This is an optimization exercise on Yosys and OpenROAD, whose aim is small area and a short achievable clock period, not a production implementation.
At most, simulation tests tie the RTL to the original design; equivalence was not proved.
Function not checked in runs 4 to 6: the RTL went through the layout flow alone.
The flow treats the clock pin as an ideal source, which a real chip does not have.

==> flow/design.v, too long to show whole: its modules and the start of the top module <==
// module Vedic: 80 lines
// module mul32: 3257 lines
// module fa1: 4 lines
// module ha1: 4 lines
// module pc_aoi21: 3 lines
// module pc_oai21: 3 lines
// module pc_nand2: 3 lines
// module pc_nor2: 3 lines
// module pc_inv: 3 lines
// module pc_xor2: 3 lines
// module pc_xnor2: 3 lines
// module bsel: 3 lines
// module hai1: 4 lines
module Vedic(
  input             clk,
  input             rst,
  input      [31:0] A_5,
  input      [31:0] B_5,
  output reg [63:0] Q_REG
);
  // ...
==> flow/flow/run.sh <==
#!/bin/bash
# The standard layout (standard.sh, unchanged synthesis) with these changes:
#  - the port buffers are buf_1 (ORFS picks a larger delay buffer by default);
#  - after floorplan, ABC's buffers are removed and every combinational cell
#    is set to its smallest size (flow/downsize.tcl);
#  - CTS's setup repair runs after that skew (in flow/skew.tcl), and it and
#    the later repairs aim at 8.6 ns of setup slack on the 14 ns clock,
#    working on the worst paths (TNS_END_PERCENT=0), so they size up only
#    the cells that the critical paths need; the hold repair fixes the short
#    paths into Q_REG that the skew leaves too fast, with 0.1 ns to spare.
# The make output goes to make_finish.log; each ORFS step keeps its own log
# under orfs/logs.
set -euo pipefail
HERE=$(pwd)
export SKEW_CELLS="dlygate4sd3_1 dlygate4sd3_1 clkdlybuf4s25_1"
bash standard.sh \
  "BUFFER_PORTS_ARGS=-buffer_cell sky130_fd_sc_hd__buf_1" \
  REMOVE_ABC_BUFFERS=1 \
  POST_FLOORPLAN_TCL=$HERE/flow/downsize.tcl \
  POST_CTS_TCL=$HERE/flow/skew.tcl \
  SETUP_SLACK_MARGIN=8.6 TNS_END_PERCENT=0 HOLD_SLACK_MARGIN=0.1 SKIP_CTS_REPAIR_TIMING=1 \
  finish > make_finish.log 2>&1
==> flow/flow/downsize.tcl <==
# Set every combinational cell to the smallest-area cell of the same function
# (same footprint family, e.g. a22oi_2 -> a22oi_1); the timing repair that
# follows sizes up only what the clock period needs.  Registers, clock cells,
# tie cells, tap cells and port buffers are left alone.
set ds_count 0
set ds_saved 0.0
foreach inst [get_cells *] {
  set ref [get_full_name [get_lib_cells -of_objects $inst]]
  set cell [get_property [get_lib_cells -of_objects $inst] name]
  if { ![regexp {^(sky130_fd_sc_hd__)([a-z0-9]+)_([0-9]+)$} $cell -> pre base drive] } { continue }
  if { [regexp {^(df|dl|sdf|edf|clk|conb|tap|fill|decap|diode|buf$|probe|lpflow)} $base] } { continue }
  set name [get_full_name $inst]
  if { [regexp {^(input|output)[0-9]+$} $name] } { continue }
  set best $cell
  set best_area [get_property [get_lib_cells $cell] area]
  foreach d {0 1 2} {
    set cand "${pre}${base}_$d"
    if { $cand eq $cell } { continue }
    set lc [get_lib_cells -quiet $cand]
    if { $lc eq "" } { continue }
    if { [get_property $lc dont_use] } { continue }
    set a [get_property $lc area]
    if { $a < $best_area } { set best $cand; set best_area $a }
  }
  if { $best ne $cell } {
    set ds_saved [expr { $ds_saved + [get_property [get_lib_cells $cell] area] - $best_area }]
    replace_cell $name $best
    incr ds_count
  }
}
puts "downsize: $ds_count cells set to their smallest size, [format %.1f $ds_saved] um2 saved"
==> flow/flow/skew.tcl <==
set skew_cells [expr { [info exists ::env(SKEW_CELLS)] ? $::env(SKEW_CELLS) : "dlygate4sd3_1 dlygate4sd3_1 clkdlybuf4s25_1" }]
set skew_n [llength $skew_cells]
set skew_buf sky130_fd_sc_hd__clkbuf_4
set block [ord::get_db_block]
set groups [dict create]
foreach inst [$block getInsts] {
  if { ![string match "Q_REG*" [$inst getName]] } { continue }
  set it [$inst findITerm CLK]
  set net [$it getNet]
  dict lappend groups [$net getName] $inst
}
set k 0
dict for {netname insts} $groups {
  # centroid of the group
  set sx 0; set sy 0
  set pins {}
  foreach inst $insts {
    set bb [$inst getBBox]
    set sx [expr { $sx + ([$bb xMin] + [$bb xMax]) / 2 }]
    set sy [expr { $sy + ([$bb yMin] + [$bb yMax]) / 2 }]
    lappend pins [get_pins -of_objects [get_cells [$inst getName]] -filter "name == CLK"]
  }
  set n [llength $insts]
  set dbu [$block getDbUnitsPerMicron]
  set cx [expr { double($sx) / $n / $dbu }]
  set cy [expr { double($sy) / $n / $dbu }]
  set order [lsort -real -index 0 [lmap inst $insts p $pins {
    set bb [$inst getBBox]
    list [expr { ([$bb xMin] + [$bb xMax]) / 2.0 }] $p [expr { ([$bb yMin] + [$bb yMax]) / 2.0 }]
  }]]
  set nchunk [expr { ($n + 3) / 4 }]
  set load {}
  for {set c 0} {$c < $nchunk} {incr c} {
    set lo [expr { $c * $n / $nchunk }]
    set hi [expr { ($c + 1) * $n / $nchunk - 1 }]
    set chunk [lrange $order $lo $hi]
    set cp [lmap e $chunk { lindex $e 1 }]
    set bx [expr { [tcl::mathop::+ {*}[lmap e $chunk { lindex $e 0 }]] / [llength $chunk] / $dbu }]
    set by [expr { [tcl::mathop::+ {*}[lmap e $chunk { lindex $e 2 }]] / [llength $chunk] / $dbu }]
    set b [insert_buffer -buffer_cell $skew_buf -net [get_nets $netname] -load_pins $cp \
             -location [list $bx $by] -buffer_name skewbuf_${k}_$c -net_name skewnet_${k}_0_$c]
    lappend load [get_pins [get_full_name $b]/A]
  }
  for {set i 1} {$i <= $skew_n} {incr i} {
    set d [insert_buffer -buffer_cell sky130_fd_sc_hd__[lindex $skew_cells [expr { $i - 1 }]] -net [get_nets $netname] -load_pins $load \
             -location [list $cx $cy] -buffer_name skewdly_${k}_$i -net_name skewnet_${k}_$i]
    set load [get_pins [get_full_name $d]/A]
  }
  incr k
}
puts "skew: delayed the clock of [dict size $groups] Q_REG groups by $skew_cells"
foreach net [$block getNets] {
  if { [string match "skewnet_*" [$net getName]] } { $net setSigType CLOCK }
}
detailed_placement
estimate_parasitics -placement

# With SKIP_CTS_REPAIR_TIMING set, the setup repair that CTS would have run
# before this hook runs here instead, after the skew, so that it sees the
# clock the layout will have.
if { [info exists ::env(SKIP_CTS_REPAIR_TIMING)] && $::env(SKIP_CTS_REPAIR_TIMING) } {
  repair_timing_helper -setup
  detailed_placement
  check_placement -verbose
  estimate_parasitics -placement
}
==> flow/standard.sh <==
#!/bin/bash
# synth_recipe.tcl (not shown) runs the flow's synth.tcl, then flattens the netlist and writes it again
# the make line also repeats each setting of config.mk as NAME=value (left out here)
make -C /OpenROAD-flow-scripts/flow DESIGN_CONFIG=/design/flow/config.mk WORK_HOME=/design/flow/orfs CLKGATE_MAP_FILE= SYNTH_SCRIPT=/design/flow/synth_recipe.tcl "${@:-finish}"
==> flow/config.mk <==
export PLATFORM = sky130hd
export DESIGN_NAME = Vedic
export DESIGN_NICKNAME = Vedic
export VERILOG_FILES = /design/flow/design.v
export SDC_FILE = /design/flow/constraint.sdc
export NUM_CORES = 4
export LEC_CHECK = 0
export CAP_MARGIN = 20
export CORE_MARGIN = 2
export CORE_UTILIZATION = 40
export SLEW_MARGIN = 20
export SYNTH_HIERARCHICAL = 1
export SYNTH_MINIMUM_KEEP_SIZE = 0
==> flow/constraint.sdc <==
create_clock -name core_clock -period 14.0 [get_ports {clk}]
set_input_delay 2.8000 -clock core_clock [delete_from_list [all_inputs] [get_ports {clk}]]
set_output_delay 2.8000 -clock core_clock [all_outputs]
set_load 0.01 [all_outputs]
==> impl_metrics.ini, run 1 <==
[global_route]
grt_use_met1_pct = 30.8
grt_max_degree = 71

[synth]
synth-async-reset-ratio_pct = 100
synth_top_flop_cell = dfrtp_1
synthMuxAreaShare_pct = 0
synth_seq_area_share_pct = 12.6
synth_compound_area_share_pct = 25.1
synth_area_per_cell_um2 = 12.9

[sta]
relSlewSlack_pct = 36.2
rsz0062_at_grt = yes

[critical_path]
cp_max_fo = 1
cp.required_ns = 11.20

[final_layout]
nFillCells = 6631
fin_cells = 3433
nets = 3132
seq_area_mm2 = 0.00364
largestClassByArea = multi-input gates

[outcome]
status = complete, no violations

[placement]
place_inst = 3305
dp_hpwl_mm = 55.4

[route]
num_vias = 20853
wl_mm = 91.2

[floorplanning]
die_x_um = 271
n_tap_cell = 940
die_area_mm2 = 0.0734
==> inputs of run 2 (changes only) <==
==> flow/flow/run.sh (replaced) <==
#!/bin/bash
# The standard layout (standard.sh, unchanged synthesis) with these changes:
#  - the port buffers are buf_1 (ORFS picks a larger delay buffer by default);
#  - after floorplan, ABC's buffers are removed and every combinational cell
#    is set to its smallest size (flow/downsize.tcl);
#  - CTS's setup repair runs after that skew (in flow/skew.tcl), and it and
#    the later repairs aim at 8.75 ns of setup slack on the 14 ns clock,
#    working on the worst paths (TNS_END_PERCENT=0), so they size up only
#    the cells that the critical paths need; the hold repair fixes the short
#    paths into Q_REG that the skew leaves too fast, with 0.1 ns to spare.
# The make output goes to make_finish.log; each ORFS step keeps its own log
# under orfs/logs.
set -euo pipefail
HERE=$(pwd)
export SKEW_CELLS="dlygate4sd3_1 dlygate4sd3_1"
bash standard.sh \
  "BUFFER_PORTS_ARGS=-buffer_cell sky130_fd_sc_hd__buf_1" \
  REMOVE_ABC_BUFFERS=1 \
  POST_FLOORPLAN_TCL=$HERE/flow/downsize.tcl \
  POST_CTS_TCL=$HERE/flow/skew.tcl \
  SETUP_SLACK_MARGIN=8.75 TNS_END_PERCENT=0 HOLD_SLACK_MARGIN=0.1 SKIP_CTS_REPAIR_TIMING=1 \
  finish > make_finish.log 2>&1
--- a/flow/flow/skew.tcl
+++ b/flow/flow/skew.tcl
@@ -1,10 +1,17 @@
-set skew_cells [expr { [info exists ::env(SKEW_CELLS)] ? $::env(SKEW_CELLS) : "dlygate4sd3_1 dlygate4sd3_1 clkdlybuf4s25_1" }]
+set skew_cells [expr { [info exists ::env(SKEW_CELLS)] ? $::env(SKEW_CELLS) : "dlygate4sd3_1 dlygate4sd3_1" }]
 set skew_n [llength $skew_cells]
 set skew_buf sky130_fd_sc_hd__clkbuf_4
 set block [ord::get_db_block]
 set groups [dict create]
+estimate_parasitics -placement
+set skew_thr [expr { [info exists ::env(SETUP_SLACK_MARGIN)] ? $::env(SETUP_SLACK_MARGIN) : 1e9 }]
+set skew_skipped 0
 foreach inst [$block getInsts] {
   if { ![string match "Q_REG*" [$inst getName]] } { continue }
+  if { [get_property [get_pins -of_objects [get_cells [$inst getName]] -filter "name == D"] slack_max] >= $skew_thr } {
+    incr skew_skipped
+    continue
+  }
   set it [$inst findITerm CLK]
   set net [$it getNet]
   dict lappend groups [$net getName] $inst
@@ -48,7 +55,7 @@
   }
   incr k
 }
-puts "skew: delayed the clock of [dict size $groups] Q_REG groups by $skew_cells"
+puts "skew: delayed the clock of [dict size $groups] Q_REG groups by $skew_cells; $skew_skipped Q_REG flip-flops left as they were"
 foreach net [$block getNets] {
   if { [string match "skewnet_*" [$net getName]] } { $net setSigType CLOCK }
 }
==> impl_metrics.ini, run 2 <==
[sta]
rsz0062_at_grt = no
fmax_ghz = 0.193
fin_skew_ns = 1.29
drv_slew = 0
setup_viol = 0
relSlewSlack_pct = 36.3
tightest_slew_ns = 0.955
setup_tns_ns = 0
min_period_ns = 5.18
hold_viol = 0
finalCritPeriodShare_pct = 37.0

[global_route]
grt_use_total_pct = 24.7
grt_overflow = 0
grt_max_degree = 71
grt_pass1_vias = 23213
grt_first_pass_wirelength_mm = 138
antenna_found_initial = 0

[synth]
synth-async-reset-ratio_pct = 100
synth-edff-count = 0
synth_seq_area_share_pct = 12.6
yosys_warnings = 7
yosysMostFrequentCell = xnor2_1
syn_inst = 2214
yosysTopAreaCell = fa_1
ys_types = 25
synth_top_flop_cell = dfrtp_1
synth-seq-cells = 144
yosys-top-cells-count = xnor2_1 (561), a22oi_2 (496), fa_1 (480), dfrtp_1 (144), ha_1 (106)
netlist_area_mm2 = 0.0285
synthTopCellsByArea = fa_1 (34%), a22oi_2 (22%), xnor2_1 (17%)
synth_top_area_share_pct = 33.7
synth_area_per_cell_um2 = 12.9

[critical_path]
rrSetupSlack_ns = 8.94
cp.required_ns = 11.20
crit_buf_inv = 1
slowest_stage = dfrtp_1
start_kind = flop
cp_max_fo = 1
path_cells = buf_1
crit_family = flip-flops
cp.arrival_ns = 2.38
end_kind = output pin
r2r_start = neg_reg[6]$_DFF_PN0_
startpoint = Q_REG[46]$_DFF_PN0_
worstSetupPathType = flop to output pin
critPathMaxStageDelay_ns = 0.44

[route]
wl_mm = 89.8
ant_nets = 0
viasPerCell = 6.10
num_vias = 20598
drcViolationCount = 0
drt_iter0_drc = 2295
wl_per_cell_um = 26.6
firstDrtPassIters = 6

[floorplanning]
io_pins = 130
die_area_mm2 = 0.0734
core_mm2 = 0.0703
core.rowCount = 97
initial_core_util_pct = 40.6
die_x_um = 271
die_h_um = 271

[final_layout]
nets = 3074
area_growth_pct = 0.430
stdcell_area_mm2 = 0.0286
largest_reg_flops = 64
mostFrequentLayoutCells = xnor2_1 (570), a22oi_1 (495), fa_1 (480)
final_common_cell = xnor2_1
drive_above_1_share_pct = 6.37
n_antenna_cell = 0

[flow_run]
drv_cap = 0

[placement]
place_congestion = 0.922
place_area_mm2 = 0.0274
io_buffers = 129
dp_hpwl_mm = 55.4

[cts]
cts_num_sinks = 144
path_clk_slew_ns = 0.06
clk_latency_ns = 1.76
tritoncts = done

[worst_hold_path]
worstHoldStart = two_reg[15]$_DFF_PN0_
hold_path_class = flop to flop

[outcome]
status = complete, no violations
[run 2: cell count changes in the layout (fill, tap and decap cells not counted), sizes merged]
cell	change
buf	+6
clkbuf	-9
clkdlybuf4s25	-13
dlygate4sd3	-42
[run 2: cell type report, without the clock buffers]
type / count / area, um^2
clock inverter: 12 / 186
fill: 6655 / 41600
inverter: 32 / 120
multi-input combinational: 1980 / 21500
sequential: 144 / 3640
tap: 940 / 1180
timing repair buffer: 214 / 1330
[run 2: logic make-up (layout without fill, tap and decap cells)]
kind of cell,Yosys count,after routing,share of synthesized area (%)
fa+ha+maj,586,586,38.4
flops,144,144,12.6
simple gates,147,147,2.67
other cells,2,15,0.0263
buf+inv,103,311,2.36
compound gates,625,625,25.1
xor+xnor,607,607,18.9
[run 2: path summary, 6_finish.rpt]
| kind | endpoint | cells past startpoint |
|---|---|---|
| worst max-delay path | Q_REG[46] | 1 |
| min in group asynchronous | Q_REG[26]$_DFF_PN0_ | 2 |
| worst min-delay path | Q_REG[63]$_DFF_PN0_ | 6 |
| worst max register to register | Q_REG[55]$_DFF_PN0_ | 22 |
| max in group asynchronous | neg_reg[15]$_DFF_PN0_ | 2 |
| worst min register to register | Q_REG[63]$_DFF_PN0_ | 6 |
[run 2: routing by layer]
| layer | routed length, um | global-route usage, % |
|---|---|---|
| met5 | 0 | 0 |
| met3 | 9090 | 6.03 |
| met2 | 42100 | 39.7 |
| met1 | 34100 | 30.9 |
| met4 | 4470 | 13.1 |
[run 2: per-stage QoR]
step / hold slack [ns] / utilization, % / instances / worst slack, ns
2_1_floorplan: 1.12 / - / 2156 / 7.39
3_3_place_gp: 0.935 / 39.0 / 3305 / 6.56
3_5_place_dp: 0.947 / 39.0 / 3305 / 6.53
5_1_grt: 0.139 / 40.7 / 3375 / 8.74
6_report: 0.0958 / 40.7 / 3375 / 8.82
[run 2: per-module statistics from Yosys, one instance, submodules excluded]
module	cells inside	flops+latches
fa1	1	0
pc_inv	1	0
mul32	248	0
pc_oai21	1	0
pc_xnor2	1	0
Vedic	205	144
ha1	1	0
pc_aoi21	1	0
pc_xor2	1	0
pc_nor2	1	0
bsel	2	0
pc_nand2	1	0
==> inputs of run 3 (changes only) <==
--- a/flow/config.mk
+++ b/flow/config.mk
@@ -7,7 +7,8 @@
 export LEC_CHECK = 0
 export CAP_MARGIN = 20
 export CORE_MARGIN = 2
-export CORE_UTILIZATION = 40
+export CORE_UTILIZATION = 65
+export PLACE_DENSITY = 0.75
 export SLEW_MARGIN = 20
 export SYNTH_HIERARCHICAL = 1
 export SYNTH_MINIMUM_KEEP_SIZE = 0
==> impl_metrics.ini, run 3 <==
[critical_path]
cp_max_fo = 32
path_cells = buf_4 -> a22oi_1 -> xnor2_1 -> fa_1 -> fa_1 -> fa_1 -> fa_1 -> fa_1 -> fa_1 -> ha_1 -> nand2_1 -> nor2_1 -> nand2_1 -> o21ai_2 -> inv_1 -> o21ai_1 -> a21oi_1 -> xnor2_1
cpMostUsedCell = fa_1
critPathMaxStageDelay_ns = 0.61
end_kind = flop
worstSetupPathType = flop to flop
slowest_stage = fa_1
cp.arrival_ns = 6.85
cp.required_ns = 15.53
start_kind = flop

[placement]
dp_hpwl_mm = 52.4
place_area_mm2 = 0.0270
place_ws_ns = 6.85
io_buffers = 129
place_congestion = 0.923

[route]
wl_per_cell_um = 26.9
drt_iter0_drc = 2486
firstDrtPassIters = 7
viasPerCell = 6.85
wl_mm = 81.4
num_vias = 20721
ant_nets = 0
drcViolationCount = 0

[synth]
syn_inst = 2214
ys_types = 25
synth-edff-count = 0
synthTopCellsByArea = fa_1 (34%), a22oi_2 (22%), xnor2_1 (17%)
synth-async-reset-ratio_pct = 100
synth_area_per_cell_um2 = 12.9
yosys_warnings = 7
yosys-top-cells-count = xnor2_1 (561), a22oi_2 (496), fa_1 (480), dfrtp_1 (144), ha_1 (106)
synth_top_area_share_pct = 33.7
synth-seq-cells = 144
synth_seq_area_share_pct = 12.6
yosysTopAreaCell = fa_1
yosysMostFrequentCell = xnor2_1
synth_top_flop_cell = dfrtp_1
netlist_area_mm2 = 0.0285

[worst_hold_path]
hold_path_class = flop to flop

[final_layout]
final_common_cell = xnor2_1
largest_reg_flops = 64
nets = 3077
drive_above_1_share_pct = 6.52
stdcell_area_mm2 = 0.0282
mostFrequentLayoutCells = xnor2_1 (569), a22oi_1 (494), fa_1 (480)
nFillCells = 3319
area_growth_pct = -1.22

[sta]
finalCritPeriodShare_pct = 38.0
rsz0062_at_grt = yes
min_period_ns = 5.32
hold_viol = 0
setup_viol = 0
relSlewSlack_pct = 36.9
drv_slew = 0
worst_slack_ns = 8.68
tightest_slew_ns = 0.946
setup_tns_ns = 0
fin_skew_ns = 1.39
fmax_ghz = 0.188
timing.hold.ws_ns = 0.165

[floorplanning]
die_x_um = 213
initial_core_util_pct = 66.0
die_area_mm2 = 0.0456
core_mm2 = 0.0432
die_h_um = 213
io_pins = 130
core.rowCount = 76

[global_route]
grt_overflow = 0
grt_first_pass_wirelength_mm = 127
grt_max_degree = 79
grt_pass1_vias = 22702
antenna_found_initial = 3
grt_use_total_pct = 37.3

[cts]
cts_num_sinks = 144
path_clk_slew_ns = 0.07
clk_latency_ns = 1.85
tritoncts = done

[flow_run]
drv_cap = 0

[outcome]
status = complete, no violations
==> run 3: cell counts after synthesis <==
No cell type changed its count.
==> run 3: cell type report, without the clock buffers <==
type	count	area (um^2)	share of cell area, %
Multi-Input combinational cell	1980	21500	76.2
Sequential cell	144	3620	12.9
Timing Repair Buffer	216	1320	4.68
Tap cell	585	732	2.60
Clock inverter	15	171	0.609
Inverter	32	120	0.427
Antenna cell	2	5.00	0.0178
==> run 3: through the flow <==
stage / utilization, % / std cells
3_5_place_dp: 62.5 / 2953
6_report: 65.2 / 3025
2_1_floorplan: - / 2156
5_1_grt: 65.2 / 3024
3_3_place_gp: 62.5 / 2953
==> run 3: routing by layer <==
layer	vias up	GRT usage [%]	share of wire (%)
met1	10404	45.5	35
met5	-	0	0.014
met2	1654	58.9	47
li1	8235	-	-
met4	2	25.2	6.6
met3	426	9.24	11
==> run 3: worst max-delay path: cells and delay by family (launching register included) <==
family | cells | cell delay (ns)
and+or+nand+nor | 3 | 0.62
AOI/OAI and AO/OA | 4 | 0.95
buffers and inverters | 2 | 0.50
xor gates and xnor gates | 2 | 0.61
DFF | 1 | 0.34
adders and majority gates | 7 | 3.30
==> run 3: Yosys stat by module (local to each module, per instance) <==
| module | area [um^2] | flip-flops and latches | times used |
|---|---|---|---|
| pc_oai21 | 5.00 | 0 | 36 |
| pc_aoi21 | 8.76 | 0 | 78 |
| fa1 | 20.0 | 0 | 480 |
| bsel | 21.3 | 0 | 496 |
| ha1 | 12.5 | 0 | 44 |
| Vedic | 4020 | 144 | 1 |
| pc_inv | 3.75 | 0 | 16 |
| pc_xnor2 | 8.76 | 0 | 42 |
| mul32 | 2110 | 0 | 1 |
| pc_nand2 | 3.75 | 0 | 36 |
| pc_nor2 | 3.75 | 0 | 16 |
| pc_xor2 | 8.76 | 0 | 21 |
==> run 3: worst paths after layout <==
| check | startpoint | endpoint | slack [ns] | cells past startpoint |
|---|---|---|---|---|
| setup / recovery | two_reg[10]$_DFF_PN0_ | Q_REG[43]$_DFF_PN0_ | 8.68 | 18 |
| hold / removal | two_reg[15]$_DFF_PN0_ | Q_REG[62]$_DFF_PN0_ | 0.17 | 6 |
| setup reg to reg | two_reg[10]$_DFF_PN0_ | Q_REG[43]$_DFF_PN0_ | 8.68 | 18 |
| hold reg to reg | two_reg[15]$_DFF_PN0_ | Q_REG[62]$_DFF_PN0_ | 0.17 | 6 |
| max in group asynchronous | rst | neg_reg[12]$_DFF_PN0_ | 9.91 | 3 |
| min in group asynchronous | rst | Q_REG[49]$_DFF_PN0_ | 1.22 | 2 |
==> run 3: cell families after synthesis <==
group,count (synthesis),share of synthesized area [%]
AO/OA/AOI/OAI,625,25.1
XOR/XNOR,607,18.9
adder cells (fa/ha/maj),586,38.4
buffers and inverters,103,2.36
flip-flops,144,12.6
other,2,0.0263
AND/OR/NAND/NOR,147,2.67
==> module Vedic, before the edit <==
module Vedic(
  input             clk,
  input             rst,
  input      [31:0] A_5,
  input      [31:0] B_5,
  output reg [63:0] Q_REG
);
reg  [31:0] A_5_reg;
reg  [15:0] one_reg, two_reg, neg_reg;
reg         b31_reg;
wire [15:0] one_d, two_d, neg_d;
wire [63:0] Q;
assign one_d[0] = B_5[0] ^ 1'b0;
assign two_d[0] = (B_5[1] & ~B_5[0] & ~1'b0) | (~B_5[1] & B_5[0] & 1'b0);
assign neg_d[0] = B_5[1];
assign one_d[1] = B_5[2] ^ B_5[1];
assign two_d[1] = (B_5[3] & ~B_5[2] & ~B_5[1]) | (~B_5[3] & B_5[2] & B_5[1]);
assign neg_d[1] = B_5[3];
assign one_d[2] = B_5[4] ^ B_5[3];
assign two_d[2] = (B_5[5] & ~B_5[4] & ~B_5[3]) | (~B_5[5] & B_5[4] & B_5[3]);
assign neg_d[2] = B_5[5];
assign one_d[3] = B_5[6] ^ B_5[5];
assign two_d[3] = (B_5[7] & ~B_5[6] & ~B_5[5]) | (~B_5[7] & B_5[6] & B_5[5]);
assign neg_d[3] = B_5[7];
assign one_d[4] = B_5[8] ^ B_5[7];
assign two_d[4] = (B_5[9] & ~B_5[8] & ~B_5[7]) | (~B_5[9] & B_5[8] & B_5[7]);
assign neg_d[4] = B_5[9];
assign one_d[5] = B_5[10] ^ B_5[9];
assign two_d[5] = (B_5[11] & ~B_5[10] & ~B_5[9]) | (~B_5[11] & B_5[10] & B_5[9]);
assign neg_d[5] = B_5[11];
assign one_d[6] = B_5[12] ^ B_5[11];
assign two_d[6] = (B_5[13] & ~B_5[12] & ~B_5[11]) | (~B_5[13] & B_5[12] & B_5[11]);
assign neg_d[6] = B_5[13];
assign one_d[7] = B_5[14] ^ B_5[13];
assign two_d[7] = (B_5[15] & ~B_5[14] & ~B_5[13]) | (~B_5[15] & B_5[14] & B_5[13]);
assign neg_d[7] = B_5[15];
assign one_d[8] = B_5[16] ^ B_5[15];
assign two_d[8] = (B_5[17] & ~B_5[16] & ~B_5[15]) | (~B_5[17] & B_5[16] & B_5[15]);
assign neg_d[8] = B_5[17];
assign one_d[9] = B_5[18] ^ B_5[17];
assign two_d[9] = (B_5[19] & ~B_5[18] & ~B_5[17]) | (~B_5[19] & B_5[18] & B_5[17]);
assign neg_d[9] = B_5[19];
assign one_d[10] = B_5[20] ^ B_5[19];
assign two_d[10] = (B_5[21] & ~B_5[20] & ~B_5[19]) | (~B_5[21] & B_5[20] & B_5[19]);
assign neg_d[10] = B_5[21];
assign one_d[11] = B_5[22] ^ B_5[21];
assign two_d[11] = (B_5[23] & ~B_5[22] & ~B_5[21]) | (~B_5[23] & B_5[22] & B_5[21]);
assign neg_d[11] = B_5[23];
assign one_d[12] = B_5[24] ^ B_5[23];
assign two_d[12] = (B_5[25] & ~B_5[24] & ~B_5[23]) | (~B_5[25] & B_5[24] & B_5[23]);
assign neg_d[12] = B_5[25];
assign one_d[13] = B_5[26] ^ B_5[25];
assign two_d[13] = (B_5[27] & ~B_5[26] & ~B_5[25]) | (~B_5[27] & B_5[26] & B_5[25]);
assign neg_d[13] = B_5[27];
assign one_d[14] = B_5[28] ^ B_5[27];
assign two_d[14] = (B_5[29] & ~B_5[28] & ~B_5[27]) | (~B_5[29] & B_5[28] & B_5[27]);
assign neg_d[14] = B_5[29];
assign one_d[15] = B_5[30] ^ B_5[29];
assign two_d[15] = (B_5[31] & ~B_5[30] & ~B_5[29]) | (~B_5[31] & B_5[30] & B_5[29]);
assign neg_d[15] = B_5[31];
always @(posedge clk or negedge rst)
begin
  if (~rst) begin
    Q_REG   <= 0;
    A_5_reg <= 0;
    one_reg <= 0;
    two_reg <= 0;
    neg_reg <= 0;
    b31_reg <= 0;
  end else begin
    Q_REG   <= Q;
    A_5_reg <= A_5;
    one_reg <= one_d;
    two_reg <= two_d;
    neg_reg <= neg_d;
    b31_reg <= B_5[31];
  end
end
mul32 u_mul (.a(A_5_reg), .one(one_reg), .two(two_reg), .neg(neg_reg), .b31(b31_reg), .Q(Q));
endmodule
==> inputs of run 4 (changes only) <==
--- a/flow/design.v
+++ b/flow/design.v
@@ -63,19 +63,18 @@
   if (~rst) begin
     Q_REG   <= 0;
     A_5_reg <= 0;
-    one_reg <= 0;
-    two_reg <= 0;
-    neg_reg <= 0;
-    b31_reg <= 0;
   end else begin
     Q_REG   <= Q;
     A_5_reg <= A_5;
-    one_reg <= one_d;
-    two_reg <= two_d;
-    neg_reg <= neg_d;
-    b31_reg <= B_5[31];
   end
 end
+always @(posedge clk)
+begin
+  one_reg <= one_d;
+  two_reg <= two_d;
+  neg_reg <= neg_d;
+  b31_reg <= B_5[31];
+end
 mul32 u_mul (.a(A_5_reg), .one(one_reg), .two(two_reg), .neg(neg_reg), .b31(b31_reg), .Q(Q));
 endmodule
 module mul32(
--- a/flow/config.mk
+++ b/flow/config.mk
@@ -7,8 +7,7 @@
 export LEC_CHECK = 0
 export CAP_MARGIN = 20
 export CORE_MARGIN = 2
-export CORE_UTILIZATION = 65
-export PLACE_DENSITY = 0.75
+export CORE_UTILIZATION = 40
 export SLEW_MARGIN = 20
 export SYNTH_HIERARCHICAL = 1
 export SYNTH_MINIMUM_KEEP_SIZE = 0
==> impl_metrics.ini, run 4 <==
[synth]
synth_seq_area_share_pct = 11.9
synth_top_area_share_pct = 34.0
yosysTopAreaCell = fa_1
synth-simple-area-share_pct = 2.70
syn_inst = 2214
yosysMostFrequentCell = xnor2_1
synth_area_per_cell_um2 = 12.8
synth-seq-cells = 144
synth-async-reset-ratio_pct = 66.7
synthTopCellsByArea = fa_1 (34%), a22oi_2 (22%), xnor2_1 (17%)
synth_xor_area_share_pct = 19.0
synthAdderAreaFrac_pct = 38.7
yosys-top-cells-count = xnor2_1 (561), a22oi_2 (496), fa_1 (480), ha_1 (106), dfrtp_1 (96)
netlist_area_mm2 = 0.0283
synth-edff-count = 0
synth_top_family_by_area = adder cells
synthMuxAreaShare_pct = 0
ys_types = 26
yosys_warnings = 7
synth_compound_area_share_pct = 25.3
synth_top_flop_cell = dfrtp_1

[route]
num_vias = 20462
viasPerCell = 6.07
ant_nets = 0
firstDrtPassIters = 8
drt_iter0_drc = 2501
drcViolationCount = 0
wl_mm = 88.8
wl_per_cell_um = 26.3

[floorplanning]
core_mm2 = 0.0700
initial_core_util_pct = 40.4
core.rowCount = 97
die_area_mm2 = 0.0728
io_pins = 130
die_h_um = 270
die_x_um = 270

[sta]
relSlewSlack_pct = 39.9
worst_slack_ns = 8.76
min_period_ns = 5.24
drv_slew = 0
rsz0062_at_grt = yes
timing.hold.ws_ns = 0.128
hold_viol = 0
fmax_ghz = 0.191
tightest_slew_ns = 0.902
fin_skew_ns = 1.36
finalCritPeriodShare_pct = 37.4
setup_viol = 0
setup_tns_ns = 0

[final_layout]
seq_area_mm2 = 0.00341
largest_reg_flops = 64
fin_cells = 3372
area_growth_pct = -0.230
multi_input_area_mm2 = 0.0214
nets = 3070
drive_above_1_share_pct = 6.33
final_common_cell = xnor2_1
final_util_pct = 40.3
nFillCells = 6789
mostFrequentLayoutCells = xnor2_1 (570), a22oi_1 (496), fa_1 (480)

[placement]
place_congestion = 0.930
io_buffers = 129
dp_hpwl_mm = 55.8
place_ws_ns = 6.80
place_inst = 3300

[cts]
tritoncts = done
clk_latency_ns = 1.84
path_clk_slew_ns = 0.07
cts_num_sinks = 144

[worst_hold_path]
min_path_cells = 6
hold_path_class = flop to flop

[outcome]
status = complete, no violations

[global_route]
antenna_found_initial = 1
grt_max_degree = 61
grt_first_pass_wirelength_mm = 136
grt_overflow = 0
grt_pass1_vias = 22992
grt_use_total_pct = 24.4

[critical_path]
cp_max_fo = 33
r2r.worst_path.cells = 17
start_kind = flop
cp.required_ns = 15.65
cp.arrival_ns = 6.89
worstSetupPathType = flop to flop
end_kind = flop

[flow_run]
drv_cap = 0
run 4: cell types whose count changed after synthesis:
| cell | delta |
|---|---|
| dfrtp_1 | -48 |
| dfxtp_1 | +48 |
run 4: Yosys stat by module, one instance, submodules excluded, excerpt:
module    copies in the design  cell area, um^2
bsel                       496             21.3
ha1                         44             12.5
pc_inv                      16             3.75
pc_aoi21                    78             8.76
pc_xnor2                    42             8.76
pc_nor2                     16             3.75
fa1                        480             20.0
pc_oai21                    36             5.00
pc_nand2                    36             3.75
Vedic                        1             3780
pc_xor2                     21             8.76
run 4: metal layers:
layer,vias up,track usage (%),part of all wire [%]
met5,-,0,0.0079
met4,2,11.5,4.6
met3,306,6.21,10
met2,1460,40.9,48
met1,10487,29.5,37
li1,8207,-,-
run 4: worst max-delay path: stages (launching register included):
cell and delay, ns:
dfrtp_1 0.33, buf_4 0.46, a22oi_1 0.20, xnor2_1 0.19
fa_1 0.49, fa_1 0.51, fa_1 0.46, fa_1 0.46
fa_1 0.43, fa_1 0.49, ha_1 0.36, nand2_1 0.09
nor2_1 0.35, nand2_1 0.13, o21ai_1 0.65, a21oi_1 0.31
o21ai_1 0.27, xor2_1 0.20
run 4: final timing paths:
check | slack [ns] | to | startpoint
worst max-delay path | 8.76 | Q_REG[46]$_DFF_PN0_ | A_5_reg[12]$_DFF_PN0_
worst min-delay path | 0.13 | Q_REG[62]$_DFF_PN0_ | two_reg[15]$_DFF_P_
worst max register to register | 8.76 | Q_REG[46]$_DFF_PN0_ | A_5_reg[12]$_DFF_PN0_
worst min register to register | 0.13 | Q_REG[62]$_DFF_PN0_ | two_reg[15]$_DFF_P_
max in group asynchronous | 10.38 | A_5_reg[18]$_DFF_PN0_ | rst
min in group asynchronous | 1.00 | Q_REG[51]$_DFF_PN0_ | rst
run 4: final cells by class, without the clock buffers:
cell class	count	share of cell area, %
Multi-Input combinational cell	1980	76.0
Sequential cell	144	12.1
Timing Repair Buffer	206	4.23
Tap cell	940	4.17
Inverter	32	0.426
Clock inverter	12	0.346
Antenna cell	1	0.00887
run 4: cells by family (layout without fill, tap and decap cells):
family / count (synthesis) / count (layout)
AOI/OAI and AO/OA: 625 / 625
xor gates and xnor gates: 607 / 607
adders and majority gates: 586 / 586
and+or+nand+nor: 147 / 147
DFF: 144 / 144
buffers and inverters: 103 / 307
other: 2 / 16
run 4: through the flow:
step / cell area [um^2]
after global placement: 27100
after global routing: 28200
final: 28200
after floorplan: 27800
after detailed placement: 27100
==> inputs of run 5 (changes only) <==
--- a/flow/flow/run.sh
+++ b/flow/flow/run.sh
@@ -4,7 +4,7 @@
 #  - after floorplan, ABC's buffers are removed and every combinational cell
 #    is set to its smallest size (flow/downsize.tcl);
 #  - CTS's setup repair runs after that skew (in flow/skew.tcl), and it and
-#    the later repairs aim at 8.75 ns of setup slack on the 14 ns clock,
+#    the later repairs aim at 8.7 ns of setup slack on the 14 ns clock,
 #    working on the worst paths (TNS_END_PERCENT=0), so they size up only
 #    the cells that the critical paths need; the hold repair fixes the short
 #    paths into Q_REG that the skew leaves too fast, with 0.1 ns to spare.
@@ -18,5 +18,5 @@
   REMOVE_ABC_BUFFERS=1 \
   POST_FLOORPLAN_TCL=$HERE/flow/downsize.tcl \
   POST_CTS_TCL=$HERE/flow/skew.tcl \
-  SETUP_SLACK_MARGIN=8.75 TNS_END_PERCENT=0 HOLD_SLACK_MARGIN=0.1 SKIP_CTS_REPAIR_TIMING=1 \
+  SETUP_SLACK_MARGIN=8.7 TNS_END_PERCENT=0 HOLD_SLACK_MARGIN=0.1 SKIP_CTS_REPAIR_TIMING=1 \
   finish > make_finish.log 2>&1
==> impl_metrics.ini, run 5 <==
[sta]
finalCritPeriodShare_pct = 37.6
tightest_slew_ns = 0.927
fin_skew_ns = 1.37
relSlewSlack_pct = 38.2
drv_slew = 0
setup_viol = 0
hold_viol = 0
setup_tns_ns = 0
rsz0062_at_grt = yes
fmax_ghz = 0.190
min_period_ns = 5.27

[global_route]
grt_max_degree = 61
grt_pass1_vias = 23043
grt_overflow = 0
grt_first_pass_wirelength_mm = 136
antenna_found_initial = 1
grt_use_total_pct = 24.4

[critical_path]
r2r.worst_path.cells = 16
critPathMaxStageDelay_ns = 0.68
cp_num_cells = 16
end_kind = flop
cp.arrival_ns = 6.92
crit_buf_inv = 2
worstSetupPathType = flop to flop
cp_max_fo = 35
path_cells = buf_4 -> inv_1 -> fa_1 -> fa_1 -> fa_1 -> fa_1 -> fa_1 -> fa_1 -> ha_1 -> nand2_1 -> nor2_1 -> nand2_1 -> o21ai_1 -> a21oi_1 -> o21ai_1 -> xor2_1
slowest_stage = o21ai_1
cp.required_ns = 15.65
crit_family = adder cells
cpMostUsedCell = fa_1
start_kind = flop

[synth]
synth_seq_area_share_pct = 11.9
synthTopCellsByArea = fa_1 (34%), a22oi_2 (22%), xnor2_1 (17%)
yosysMostFrequentCell = xnor2_1
yosys_warnings = 7
synth_area_per_cell_um2 = 12.8
ys_types = 26
synth-async-reset-ratio_pct = 66.7
yosysTopAreaCell = fa_1
synth_top_flop_cell = dfrtp_1
synth_top_area_share_pct = 34.0
synth-seq-cells = 144
synth-edff-count = 0
yosys-top-cells-count = xnor2_1 (561), a22oi_2 (496), fa_1 (480), ha_1 (106), dfrtp_1 (96)
syn_inst = 2214
netlist_area_mm2 = 0.0283

[route]
firstDrtPassIters = 6
wl_per_cell_um = 26.4
ant_nets = 0
viasPerCell = 6.09
wl_mm = 88.9
num_vias = 20533
drt_iter0_drc = 2325
drcViolationCount = 0

[worst_hold_path]
hold_path_class = flop to flop
min_path_cells = 6

[floorplanning]
initial_core_util_pct = 40.4
core.rowCount = 97
die_x_um = 270
io_pins = 130
die_area_mm2 = 0.0728
core_mm2 = 0.0700
die_h_um = 270

[final_layout]
largest_reg_flops = 64
nets = 3070
drive_above_1_share_pct = 6.33
mostFrequentLayoutCells = xnor2_1 (570), a22oi_1 (496), fa_1 (480)
final_common_cell = xnor2_1
area_growth_pct = -0.230

[placement]
io_buffers = 129
place_congestion = 0.930
dp_hpwl_mm = 55.8

[cts]
path_clk_slew_ns = 0.07
clk_latency_ns = 1.84
tritoncts = done
cts_num_sinks = 144

[flow_run]
drv_cap = 0

[outcome]
status = complete, no violations
[run 5: cell counts after synthesis]
Identical to the previous run, type by type.
[run 5: layout make-up, without the clock buffers]
cell class                 instances  area [um^2]
antenna                            1         2.50
clock inverter                    12         97.6
fill                            6791        41800
inverter                          32          120
multi-input combinational       1980        21400
sequential                       144         3410
tap                              940         1180
timing repair buffer             206         1190
[run 5: kinds of logic (layout without fill, tap and decap cells)]
logic type | after synthesis | after routing | synth area share [%]
flip-flops | 144 | 144 | 11.9
AO/OA/AOI/OAI | 625 | 625 | 25.3
AND/OR/NAND/NOR | 147 | 147 | 2.70
adder cells (fa/ha/maj) | 586 | 586 | 38.7
other | 2 | 16 | 0.0266
buffers and inverters | 103 | 307 | 2.38
XOR/XNOR | 607 | 607 | 19.0
[run 5: layer usage]
layer	GRT usage [%]	vias to the layer above	wire (um)
li1	-	8207	-
met1	29.5	10586	33300
met2	40.8	1454	42500
met3	6.21	284	9140
met4	11.7	2	4040
met5	0	-	7
[run 5: final timing paths]
path                                     start                    end  slack (ns)
max in group asynchronous                  rst  A_5_reg[18]$_DFF_PN0_       10.37
min reg2reg                two_reg[15]$_DFF_P_    Q_REG[62]$_DFF_PN0_        0.12
max                         neg_reg[1]$_DFF_P_    Q_REG[46]$_DFF_PN0_        8.73
max reg2reg                 neg_reg[1]$_DFF_P_    Q_REG[46]$_DFF_PN0_        8.73
min in group asynchronous                  rst    Q_REG[51]$_DFF_PN0_        1.00
min                        two_reg[15]$_DFF_P_    Q_REG[62]$_DFF_PN0_        0.12
[run 5: per-module statistics from Yosys, one instance, submodules excluded]
module    cells  flops+latches
pc_xor2       1              0
pc_nand2      1              0
pc_oai21      1              0
ha1           1              0
pc_aoi21      1              0
mul32       248              0
pc_inv        1              0
pc_nor2       1              0
fa1           1              0
pc_xnor2      1              0
bsel          2              0
Vedic       205            144
[run 5: worst reg2reg max path: stages, from the launching register on]
cell and delay (ns):
dfxtp_2 0.31, buf_4 0.54, inv_1 0.16, fa_1 0.55
fa_1 0.59, fa_1 0.45, fa_1 0.47, fa_1 0.57
fa_1 0.43, ha_1 0.35, nand2_1 0.08, nor2_1 0.32
nand2_1 0.13, o21ai_1 0.68, a21oi_1 0.31, o21ai_1 0.27
xor2_1 0.21
[run 5: stage by stage]
| stage | hold slack, ns | util (%) | worst slack [ns] | cells | area (um^2) |
|---|---|---|---|---|---|
| global route | 0.175 | 40.3 | 8.62 | 3371 | 28200 |
| finish | 0.123 | 40.3 | 8.73 | 3372 | 28200 |
| floorplan | 1.12 | - | 7.30 | 2156 | 27800 |
| global placement | 0.872 | 38.8 | 6.81 | 3300 | 27100 |
| detailed placement | 0.891 | 38.8 | 6.80 | 3300 | 27100 |
==> inputs of run 6 (changes only) <==
--- a/flow/flow/run.sh
+++ b/flow/flow/run.sh
@@ -4,8 +4,8 @@
 #  - after floorplan, ABC's buffers are removed and every combinational cell
 #    is set to its smallest size (flow/downsize.tcl);
 #  - CTS's setup repair runs after that skew (in flow/skew.tcl), and it and
-#    the later repairs aim at 8.7 ns of setup slack on the 14 ns clock,
-#    working on the worst paths (TNS_END_PERCENT=0), so they size up only
+#    the later repairs aim at 8.75 ns of setup slack on the 14 ns clock,
+#    working on the worst paths (TNS_END_PERCENT=100), so they size up only
 #    the cells that the critical paths need; the hold repair fixes the short
 #    paths into Q_REG that the skew leaves too fast, with 0.1 ns to spare.
 # The make output goes to make_finish.log; each ORFS step keeps its own log
@@ -18,5 +18,5 @@
   REMOVE_ABC_BUFFERS=1 \
   POST_FLOORPLAN_TCL=$HERE/flow/downsize.tcl \
   POST_CTS_TCL=$HERE/flow/skew.tcl \
-  SETUP_SLACK_MARGIN=8.7 TNS_END_PERCENT=0 HOLD_SLACK_MARGIN=0.1 SKIP_CTS_REPAIR_TIMING=1 \
+  SETUP_SLACK_MARGIN=8.75 TNS_END_PERCENT=100 HOLD_SLACK_MARGIN=0.1 SKIP_CTS_REPAIR_TIMING=1 \
   finish > make_finish.log 2>&1
==> impl_metrics.ini, run 6 <==
[critical_path]
r2r_start = A_5_reg[24]$_DFF_PN0_
worstReg2RegEnd = Q_REG[63]$_DFF_PN0_
end_kind = flop
crit_buf_inv = 2
slowest_stage = fa_1
r2r.worst_path.cells = 22
start_kind = flop
worstSetupPathType = flop to flop
critPathMaxStageDelay_ns = 0.55
cp_num_cells = 22
crit_family = adder cells
startpoint = A_5_reg[24]$_DFF_PN0_
cp_max_fo = 33
cp.arrival_ns = 6.82
cpMostUsedCell = fa_1
cp.required_ns = 15.62
rrSetupSlack_ns = 8.80
path_cells = buf_6 -> a22oi_1 -> xnor2_1 -> fa_1 -> fa_1 -> fa_1 -> fa_1 -> fa_1 -> fa_1 -> ha_1 -> a21oi_1 -> o21ai_1 -> a21oi_1 -> o21ai_1 -> a21oi_2 -> inv_1 -> a21oi_4 -> o21ai_2 -> a21oi_2 -> o21ai_1 -> a21oi_1 -> xnor2_1

[final_layout]
final_common_cell = xnor2_1
multi_input_area_mm2 = 0.0215
drive_above_1_share_pct = 6.78
seq_area_mm2 = 0.00341
area_growth_pct = 0.0442
largest_reg_flops = 64
mostFrequentLayoutCells = xnor2_1 (570), a22oi_1 (495), fa_1 (480)
nFillCells = 6771
stdcell_area_mm2 = 0.0283
nets = 3071

[sta]
hold_viol = 0
min_period_ns = 5.20
setup_viol = 0
setup_tns_ns = 0
worst_slack_ns = 8.80
finalCritPeriodShare_pct = 37.1
rsz0062_at_grt = yes
relSlewSlack_pct = 39.3
timing.hold.ws_ns = 0.125
fmax_ghz = 0.192
drv_slew = 0
fin_skew_ns = 1.36
tightest_slew_ns = 0.910

[synth]
synth_top_flop_cell = dfrtp_1
syn_inst = 2214
netlist_area_mm2 = 0.0283
synth-edff-count = 0
yosysMostFrequentCell = xnor2_1
synth-seq-cells = 144
synthTopCellsByArea = fa_1 (34%), a22oi_2 (22%), xnor2_1 (17%)
synth_top_area_share_pct = 34.0
synth-async-reset-ratio_pct = 66.7
yosys_warnings = 7
yosys-top-cells-count = xnor2_1 (561), a22oi_2 (496), fa_1 (480), ha_1 (106), dfrtp_1 (96)
yosysTopAreaCell = fa_1
synth_area_per_cell_um2 = 12.8
synth_seq_area_share_pct = 11.9
ys_types = 26

[worst_hold_path]
worstHoldStart = two_reg[15]$_DFF_P_
hold-path-endpoint = Q_REG[62]$_DFF_PN0_
hold_path_class = flop to flop
min_path_cells = 6

[cts]
clk_latency_ns = 1.83
path_clk_slew_ns = 0.07
tritoncts = done
cts_num_sinks = 144

[placement]
place_area_mm2 = 0.0271
dp_hpwl_mm = 55.8
place_ws_ns = 6.80
io_buffers = 129
place_congestion = 0.930

[outcome]
status = complete, no violations

[global_route]
grt_overflow = 0
antenna_found_initial = 1
grt_first_pass_wirelength_mm = 136
grt_max_degree = 61
grt_pass1_vias = 22992
grt_use_total_pct = 24.4

[flow_run]
drv_cap = 0

[floorplanning]
die_h_um = 270
io_pins = 130
initial_core_util_pct = 40.4
core.rowCount = 97
die_x_um = 270
die_area_mm2 = 0.0728
core_mm2 = 0.0700

[route]
wl_per_cell_um = 26.3
ant_nets = 0
viasPerCell = 6.10
wl_mm = 88.8
drt_iter0_drc = 2307
num_vias = 20563
drcViolationCount = 0
firstDrtPassIters = 10
run 6: cell families after synthesis:
group / after synthesis / synth area share, %
flops: 144 / 11.9
simple gates: 147 / 2.70
compound gates: 625 / 25.3
buf+inv: 103 / 2.38
xor+xnor: 607 / 19.0
other cells: 2 / 0.0266
fa+ha+maj: 586 / 38.7
run 6: stage by stage:
| stage | util, % | std cells |
|---|---|---|
| 6_report | 40.4 | 3373 |
| 3_3_place_gp | 38.8 | 3300 |
| 3_5_place_dp | 38.8 | 3300 |
| 2_1_floorplan | - | 2156 |
| 5_1_grt | 40.4 | 3372 |
run 6: tightest hold or removal path, cell delays in order (launching register included):
cell and delay (ns):
dfxtp_1 0.30, buf_4 0.27, nand2_1 0.14, xnor2_1 0.15, fa_1 0.19, ha_1 0.17
xor2_1 0.07
run 6: worst max-delay path by stage:
stage,endpoint,slack (ns)
floorplan,Q_REG[63]$_DFF_PN0_,7.30
global placement,Q_REG[63]$_DFF_PN0_,6.81
detailed placement,Q_REG[63]$_DFF_PN0_,6.80
global route,Q_REG[63]$_DFF_PN0_,8.70
finish,Q_REG[63]$_DFF_PN0_,8.80
run 6: final cells by class, without the clock buffers:
type,count,share of cell area (%)
flip-flops and latches,144,12.1
inverters,32,0.425
well taps,940,4.16
multi-input cells,1980,75.8
diodes,1,0.00885
clock inverters,12,0.345
repair buffers,207,4.43
run 6: modules after synthesis (local to each module, per instance), a selection:
| module | flip-flops and latches | cell area, um^2 | copies in the design | cells |
|---|---|---|---|---|
| pc_nand2 | 0 | 3.75 | 36 | 1 |
| pc_aoi21 | 0 | 8.76 | 78 | 1 |
| pc_inv | 0 | 3.75 | 16 | 1 |
| bsel | 0 | 21.3 | 496 | 2 |
| mul32 | 0 | 2110 | 1 | 248 |
| pc_xnor2 | 0 | 8.76 | 42 | 1 |
| Vedic | 144 | 3780 | 1 | 205 |
| pc_nor2 | 0 | 3.75 | 16 | 1 |
| ha1 | 0 | 12.5 | 44 | 1 |
| pc_oai21 | 0 | 5.00 | 36 | 1 |
run 6: routing by layer:
| metal | track usage, % | vias to the layer above | routed length, um |
|---|---|---|---|
| met5 | 0 | - | 7 |
| met4 | 11.5 | 2 | 4070 |
| met3 | 6.21 | 307 | 9330 |
| met2 | 40.9 | 1488 | 42500 |
| met1 | 29.5 | 10551 | 32900 |
| li1 | - | 8215 | - |
==> inputs of run 7 (changes only) <==
--- a/flow/design.v
+++ b/flow/design.v
@@ -63,18 +63,19 @@
   if (~rst) begin
     Q_REG   <= 0;
     A_5_reg <= 0;
+    one_reg <= 0;
+    two_reg <= 0;
+    neg_reg <= 0;
+    b31_reg <= 0;
   end else begin
     Q_REG   <= Q;
     A_5_reg <= A_5;
+    one_reg <= one_d;
+    two_reg <= two_d;
+    neg_reg <= neg_d;
+    b31_reg <= B_5[31];
   end
 end
-always @(posedge clk)
-begin
-  one_reg <= one_d;
-  two_reg <= two_d;
-  neg_reg <= neg_d;
-  b31_reg <= B_5[31];
-end
 mul32 u_mul (.a(A_5_reg), .one(one_reg), .two(two_reg), .neg(neg_reg), .b31(b31_reg), .Q(Q));
 endmodule
 module mul32(
--- a/flow/flow/run.sh
+++ b/flow/flow/run.sh
@@ -5,7 +5,7 @@
 #    is set to its smallest size (flow/downsize.tcl);
 #  - CTS's setup repair runs after that skew (in flow/skew.tcl), and it and
 #    the later repairs aim at 8.75 ns of setup slack on the 14 ns clock,
-#    working on the worst paths (TNS_END_PERCENT=100), so they size up only
+#    working on the worst paths (TNS_END_PERCENT=10), so they size up only
 #    the cells that the critical paths need; the hold repair fixes the short
 #    paths into Q_REG that the skew leaves too fast, with 0.1 ns to spare.
 # The make output goes to make_finish.log; each ORFS step keeps its own log
@@ -18,5 +18,5 @@
   REMOVE_ABC_BUFFERS=1 \
   POST_FLOORPLAN_TCL=$HERE/flow/downsize.tcl \
   POST_CTS_TCL=$HERE/flow/skew.tcl \
-  SETUP_SLACK_MARGIN=8.75 TNS_END_PERCENT=100 HOLD_SLACK_MARGIN=0.1 SKIP_CTS_REPAIR_TIMING=1 \
+  SETUP_SLACK_MARGIN=8.75 TNS_END_PERCENT=10 HOLD_SLACK_MARGIN=0.1 SKIP_CTS_REPAIR_TIMING=1 \
   finish > make_finish.log 2>&1
==> impl_metrics.ini, run 7 <==
[synth]
yosys-top-cells-count = xnor2_1 (561), a22oi_2 (496), fa_1 (480), dfrtp_1 (144), ha_1 (106)
netlist_area_mm2 = 0.0285
synth_seq_area_share_pct = 12.6
yosysTopAreaCell = fa_1
synthTopCellsByArea = fa_1 (34%), a22oi_2 (22%), xnor2_1 (17%)
synth_top_area_share_pct = 33.7
synth-async-reset-ratio_pct = 100
syn_inst = 2214
synth-seq-cells = 144
ys_types = 25
yosysMostFrequentCell = xnor2_1
synth-edff-count = 0
synth_top_flop_cell = dfrtp_1
yosys_warnings = 7
synth_area_per_cell_um2 = 12.9

[flow_run]
drv_cap = 0

[critical_path]
crit_buf_inv = 1
path_cells = buf_1
slowest_stage = dfrtp_1
r2r_start = neg_reg[6]$_DFF_PN0_
cp_max_fo = 1
end_kind = output pin
crit_family = flip-flops
critPathMaxStageDelay_ns = 0.44
worstSetupPathType = flop to output pin
r2r.worst_path.cells = 22
cp.arrival_ns = 2.38
cp.required_ns = 11.20
start_kind = flop
startpoint = Q_REG[46]$_DFF_PN0_
cp_num_cells = 1

[sta]
setup_viol = 0
drv_slew = 0
fmax_ghz = 0.193
finalCritPeriodShare_pct = 37.0
worst_slack_ns = 8.82
setup_tns_ns = 0
min_period_ns = 5.18
hold_viol = 0
tightest_slew_ns = 0.955
timing.hold.ws_ns = 0.0958
fin_skew_ns = 1.29
rsz0062_at_grt = no
relSlewSlack_pct = 36.3

[route]
firstDrtPassIters = 6
drt_iter0_drc = 2295
wl_per_cell_um = 26.6
viasPerCell = 6.10
drcViolationCount = 0
num_vias = 20598
ant_nets = 0
wl_mm = 89.8

[floorplanning]
io_pins = 130
core.rowCount = 97
initial_core_util_pct = 40.6
die_h_um = 271
die_x_um = 271
die_area_mm2 = 0.0734
core_mm2 = 0.0703

[global_route]
grt_use_total_pct = 24.7
grtUsageMet3_pct = 6.03
grt_util_met2_pct = 39.7
grt_use_met1_pct = 30.9
grt_busiest_layer = met2
grt_first_pass_wirelength_mm = 138
grt_pass1_vias = 23213
antenna_found_initial = 0
grt_max_degree = 71
grt_overflow = 0

[worst_hold_path]
min_path_cells = 6
hold_path_class = flop to flop
worstHoldStart = two_reg[15]$_DFF_PN0_

[final_layout]
area_growth_pct = 0.430
final_common_cell = xnor2_1
nFillCells = 6655
seq_area_mm2 = 0.00364
nets = 3074
n_antenna_cell = 0
drive_above_1_share_pct = 6.37
largest_reg_flops = 64
mostFrequentLayoutCells = xnor2_1 (570), a22oi_1 (495), fa_1 (480)
multi_input_area_mm2 = 0.0215

[placement]
place_ws_ns = 6.53
io_buffers = 129
dp_hpwl_mm = 55.4
place_congestion = 0.922

[outcome]
status = complete, no violations

[cts]
cts_num_sinks = 144
path_clk_slew_ns = 0.06
tritoncts = done
clk_latency_ns = 1.76
==> run 7: cell count changes in the layout (fill, tap and decap cells not counted), moves of 4 or more <==
cell / delta
buf_1: +6
bufinv_16: +4
clkbuf_2: -5
dfrtp_1: +29
dfrtp_2: +15
dfrtp_4: +4
dfxtp_1: -23
dfxtp_2: -19
dfxtp_4: -6
==> run 7: cells by family after synthesis <==
logic type               count (synthesis)  synth area share (%)
buffers and inverters                  103                  2.36
flip-flops                             144                  12.6
AND/OR/NAND/NOR                        147                  2.67
other                                    2                0.0263
adder cells (fa/ha/maj)                586                  38.4
AO/OA/AOI/OAI                          625                  25.1
XOR/XNOR                               607                  18.9
==> run 7: final timing paths <==
check / to / slack, ns
max: Q_REG[46] / 8.82
min: Q_REG[63]$_DFF_PN0_ / 0.1
min reg2reg: Q_REG[63]$_DFF_PN0_ / 0.1
max in group asynchronous: neg_reg[15]$_DFF_PN0_ / 10.20
min in group asynchronous: Q_REG[26]$_DFF_PN0_ / 1.64
max reg2reg: Q_REG[55]$_DFF_PN0_ / 8.94
==> run 7: final cells by class, without the clock buffers <==
cell class                 count  area share (%)
multi-input combinational   1980            74.9
sequential                   144            12.7
timing repair buffer         214            4.63
tap                          940            4.11
clock inverter                12           0.651
inverter                      32           0.420
==> run 7: worst min-delay path, cell delays in order (launching register included) <==
cell and delay (ns):
dfrtp_1 0.36, buf_4 0.27, nand2_1 0.14, xnor2_1 0.15, fa_1 0.19, xor2_1 0.09, xnor2_1 0.12
==> run 7: metrics by stage <==
stage / std cells / instance area (um^2) / utilization, %
after global routing: 3375 / 28600 / 40.7
after floorplan: 2156 / 28000 / -
after detailed placement: 3305 / 27400 / 39.0
final: 3375 / 28600 / 40.7
after global placement: 3305 / 27400 / 39.0
==> run 7: layer usage <==
layer / up-vias / part of all wire [%]
li1: 8223 / -
met1: 10604 / 38
met5: - / 0
met2: 1445 / 47
met4: 0 / 5.0
met3: 326 / 10
==> run 7: per-module statistics from Yosys (local to each module, per instance), excerpt <==
module / cells inside / flip-flops and latches
fa1: 1 / 0
pc_aoi21: 1 / 0
ha1: 1 / 0
mul32: 248 / 0
pc_nand2: 1 / 0
pc_xor2: 1 / 0
pc_xnor2: 1 / 0
pc_oai21: 1 / 0
pc_nor2: 1 / 0
==> inputs of run 8 (changes only) <==
==> flow/flow/run.sh (replaced) <==
#!/bin/bash
# The standard layout (standard.sh, unchanged synthesis) with these changes:
#  - the port buffers are buf_1 (ORFS picks a larger delay buffer by default);
#  - after floorplan, ABC's buffers are removed and every combinational cell
#    is set to its smallest size (flow/downsize.tcl);
#  - CTS's setup repair runs after that skew (in flow/skew.tcl), and it and
#    the later repairs aim at 8.75 ns of setup slack on the 14 ns clock,
#    working on the worst paths (TNS_END_PERCENT=0), so they size up only
#    the cells that the critical paths need; the hold repair fixes the short
#    paths into Q_REG that the skew leaves too fast, with 0.1 ns to spare.
# The make output goes to make_finish.log; each ORFS step keeps its own log
# under orfs/logs.
set -euo pipefail
HERE=$(pwd)
export SKEW_CELLS="dlygate4sd3_1 dlygate4sd3_1 clkdlybuf4s15_1"
bash standard.sh \
  "BUFFER_PORTS_ARGS=-buffer_cell sky130_fd_sc_hd__buf_1" \
  REMOVE_ABC_BUFFERS=1 \
  POST_FLOORPLAN_TCL=$HERE/flow/downsize.tcl \
  POST_CTS_TCL=$HERE/flow/skew.tcl \
  SETUP_SLACK_MARGIN=8.75 TNS_END_PERCENT=0 HOLD_SLACK_MARGIN=0.1 SKIP_CTS_REPAIR_TIMING=1 \
  finish > make_finish.log 2>&1
--- a/flow/flow/skew.tcl
+++ b/flow/flow/skew.tcl
@@ -1,4 +1,4 @@
-set skew_cells [expr { [info exists ::env(SKEW_CELLS)] ? $::env(SKEW_CELLS) : "dlygate4sd3_1 dlygate4sd3_1" }]
+set skew_cells [expr { [info exists ::env(SKEW_CELLS)] ? $::env(SKEW_CELLS) : "dlygate4sd3_1 dlygate4sd3_1 clkdlybuf4s15_1" }]
 set skew_n [llength $skew_cells]
 set skew_buf sky130_fd_sc_hd__clkbuf_4
 set block [ord::get_db_block]
==> impl_metrics.ini, run 8 <==
[outcome]
status = complete, no violations

[critical_path]
crit_family = flip-flops
cp.arrival_ns = 2.54
cp_num_cells = 1
slowest_stage = dfrtp_1
crit_buf_inv = 1
worstSetupPathType = flop to output pin
start_kind = flop
worstReg2RegEnd = Q_REG[63]$_DFF_PN0_
path_cells = buf_2
end_kind = output pin
startpoint = Q_REG[47]$_DFF_PN0_
r2r_start = A_5_reg[18]$_DFF_PN0_
critPathMaxStageDelay_ns = 0.43
r2r.worst_path.cells = 21
cp.required_ns = 11.20
rrSetupSlack_ns = 8.84
cp_max_fo = 1

[global_route]
grt_pass1_vias = 23234
grt_use_met1_pct = 30.9
grt_busiest_layer = met2
grtUsageMet3_pct = 6.27
grt_util_met2_pct = 39.7
grt_max_degree = 71
antenna_found_initial = 0
grt_overflow = 0
grt_use_total_pct = 24.8
grt_first_pass_wirelength_mm = 139

[synth]
synth-seq-cells = 144
synthTopCellsByArea = fa_1 (34%), a22oi_2 (22%), xnor2_1 (17%)
yosysMostFrequentCell = xnor2_1
synth_top_area_share_pct = 33.7
yosysTopAreaCell = fa_1
synth-edff-count = 0
syn_inst = 2214
synth_top_flop_cell = dfrtp_1
yosys_warnings = 7
netlist_area_mm2 = 0.0285
synth_area_per_cell_um2 = 12.9
synth-async-reset-ratio_pct = 100
yosys-top-cells-count = xnor2_1 (561), a22oi_2 (496), fa_1 (480), dfrtp_1 (144), ha_1 (106)
ys_types = 25
synth_seq_area_share_pct = 12.6

[sta]
min_period_ns = 5.34
hold_viol = 0
tightest_slew_ns = 0.943
setup_viol = 0
rsz0062_at_grt = yes
fin_skew_ns = 1.46
drv_slew = 0
fmax_ghz = 0.187
finalCritPeriodShare_pct = 38.1
relSlewSlack_pct = 37.2
setup_tns_ns = 0

[final_layout]
mostFrequentLayoutCells = xnor2_1 (570), a22oi_1 (496), fa_1 (480)
fin_cells = 3385
n_antenna_cell = 0
multi_input_area_mm2 = 0.0214
seq_area_mm2 = 0.00364
drive_above_1_share_pct = 6.30
final_common_cell = xnor2_1
nFillCells = 6675
largest_reg_flops = 64
area_growth_pct = 0.338
nets = 3084

[floorplanning]
die_area_mm2 = 0.0734
core_mm2 = 0.0703
initial_core_util_pct = 40.6
die_h_um = 271
io_pins = 130
core.rowCount = 97
die_x_um = 271

[cts]
tritoncts = done
clk_latency_ns = 1.94
cts_num_sinks = 144
path_clk_slew_ns = 0.09

[route]
num_vias = 20552
wl_mm = 89.8
drcViolationCount = 0
viasPerCell = 6.07
wl_per_cell_um = 26.5
drt_iter0_drc = 2223
firstDrtPassIters = 8
ant_nets = 0

[worst_hold_path]
min_path_cells = 6
worstHoldStart = A_5_reg[30]$_DFF_PN0_
hold_path_class = flop to flop
hold-path-endpoint = Q_REG[62]$_DFF_PN0_

[flow_run]
drv_cap = 0

[placement]
place_inst = 3305
dp_hpwl_mm = 55.4
io_buffers = 129
place_congestion = 0.922
[run 8: layer usage]
layer / share of wire (%) / vias up
li1: - / 8237
met1: 38 / 10610
met2: 47 / 1398
met3: 10 / 307
met4: 4.6 / 0
met5: 0 / -
[run 8: how the worst max path moves through the flow]
stage,to
6_report,Q_REG[47]
5_1_grt,Q_REG[26]
3_5_place_dp,Q_REG[63]$_DFF_PN0_
3_3_place_gp,Q_REG[63]$_DFF_PN0_
2_1_floorplan,Q_REG[63]$_DFF_PN0_
[run 8: cell type report, without the clock buffers]
| cell class | instances | area share [%] |
|---|---|---|
| tap | 940 | 4.11 |
| inverter | 32 | 0.420 |
| timing repair buffer | 214 | 4.27 |
| multi-input combinational | 1980 | 74.9 |
| sequential | 144 | 12.7 |
| clock inverter | 12 | 0.652 |
[run 8: per-module statistics from Yosys, one instance, submodules excluded]
module / times used / flops+latches / cells inside / cell area, um^2
pc_nor2: 16 / 0 / 1 / 3.75
pc_xnor2: 42 / 0 / 1 / 8.76
mul32: 1 / 0 / 248 / 2110
pc_nand2: 36 / 0 / 1 / 3.75
pc_inv: 16 / 0 / 1 / 3.75
pc_xor2: 21 / 0 / 1 / 8.76
fa1: 480 / 0 / 1 / 20.0
Vedic: 1 / 144 / 205 / 4020
pc_aoi21: 78 / 0 / 1 / 8.76
ha1: 44 / 0 / 1 / 12.5
bsel: 496 / 0 / 2 / 21.3
pc_oai21: 36 / 0 / 1 / 5.00
[run 8: through the flow]
step           area (um^2)  utilization (%)  worst slack, ns  hold slack [ns]
6_report             28600             40.7             8.66           0.0523
3_5_place_dp         27400             39.0             6.53            0.947
2_1_floorplan        28000                -             7.39             1.12
5_1_grt              28600             40.7             8.62            0.123
3_3_place_gp         27400             39.0             6.56            0.935
[run 8: logic make-up (layout without fill, tap and decap cells)]
family,Yosys count,in the layout,synth area share (%)
compound gates,625,625,25.1
xor+xnor,607,607,18.9
fa+ha+maj,586,586,38.4
simple gates,147,147,2.67
flops,144,144,12.6
buf+inv,103,321,2.36
other cells,2,15,0.0263
[run 8: tightest hold or removal path: stages, from the launching register on]
cell and delay, ns:
dfrtp_1 0.37, buf_6 0.23, a22oi_1 0.21, xnor2_1 0.18
fa_1 0.19, ha_1 0.18, xor2_1 0.08

port drivers added, routing unchanged:
In the flow no input, the clock included, has a driving cell. The finished layouts below were timed again as built, in two steps.
Step 1 sets driving cells, clkbuf_16 on the clock port and buf_2 on the other inputs (assumed; they add their load-dependent delay and slew).
Step 2, shift: input delay + t, output delay - t, t = (earliest + latest rising clock arrival at the registers) / 2. This alone moves slack from input paths to output paths.
a / b / c = ideal ports / drivers / drivers and shift; a / b = the first two.
| run | t (ns) | setup WS [ns] | hold slack, ns | latest minus earliest clock arrival (ns) | slew at the worst register clock pin (ns) |
|---|---|---|---|---|---|
| run 1 | 1.347 | 8.560 / 8.503 / 8.812 | 0.047 / 0.047 / 0.047 | 1.637 / 1.637 | 0.09 / 0.09 |
| run 2 | 1.179 | 8.821 / 8.762 / 8.940 | 0.096 / 0.096 / 0.096 | 1.287 / 1.286 | 0.09 / 0.09 |
| run 3 | 1.219 | 8.683 / 8.683 / 8.683 | 0.165 / 0.165 / 0.165 | 1.386 / 1.386 | 0.07 / 0.07 |
| run 4 | 1.214 | 8.761 / 8.744 / 8.761 | 0.128 / 0.128 / 0.128 | 1.364 / 1.364 | 0.09 / 0.09 |
| run 5 | 1.217 | 8.730 / 8.730 / 8.730 | 0.123 / 0.123 / 0.123 | 1.369 / 1.368 | 0.09 / 0.09 |
| run 6 | 1.212 | 8.801 / 8.746 / 8.801 | 0.125 / 0.125 / 0.125 | 1.357 / 1.357 | 0.09 / 0.09 |
| run 7 | 1.179 | 8.821 / 8.762 / 8.940 | 0.096 / 0.096 / 0.096 | 1.287 / 1.286 | 0.09 / 0.09 |
| run 8 | 1.268 | 8.663 / 8.603 / 8.838 | 0.052 / 0.052 / 0.052 | 1.460 / 1.461 | 0.09 / 0.09 |
In every run listed the clock reaches the registers at very different times; t lies between them, and the last value is a rough guide only.
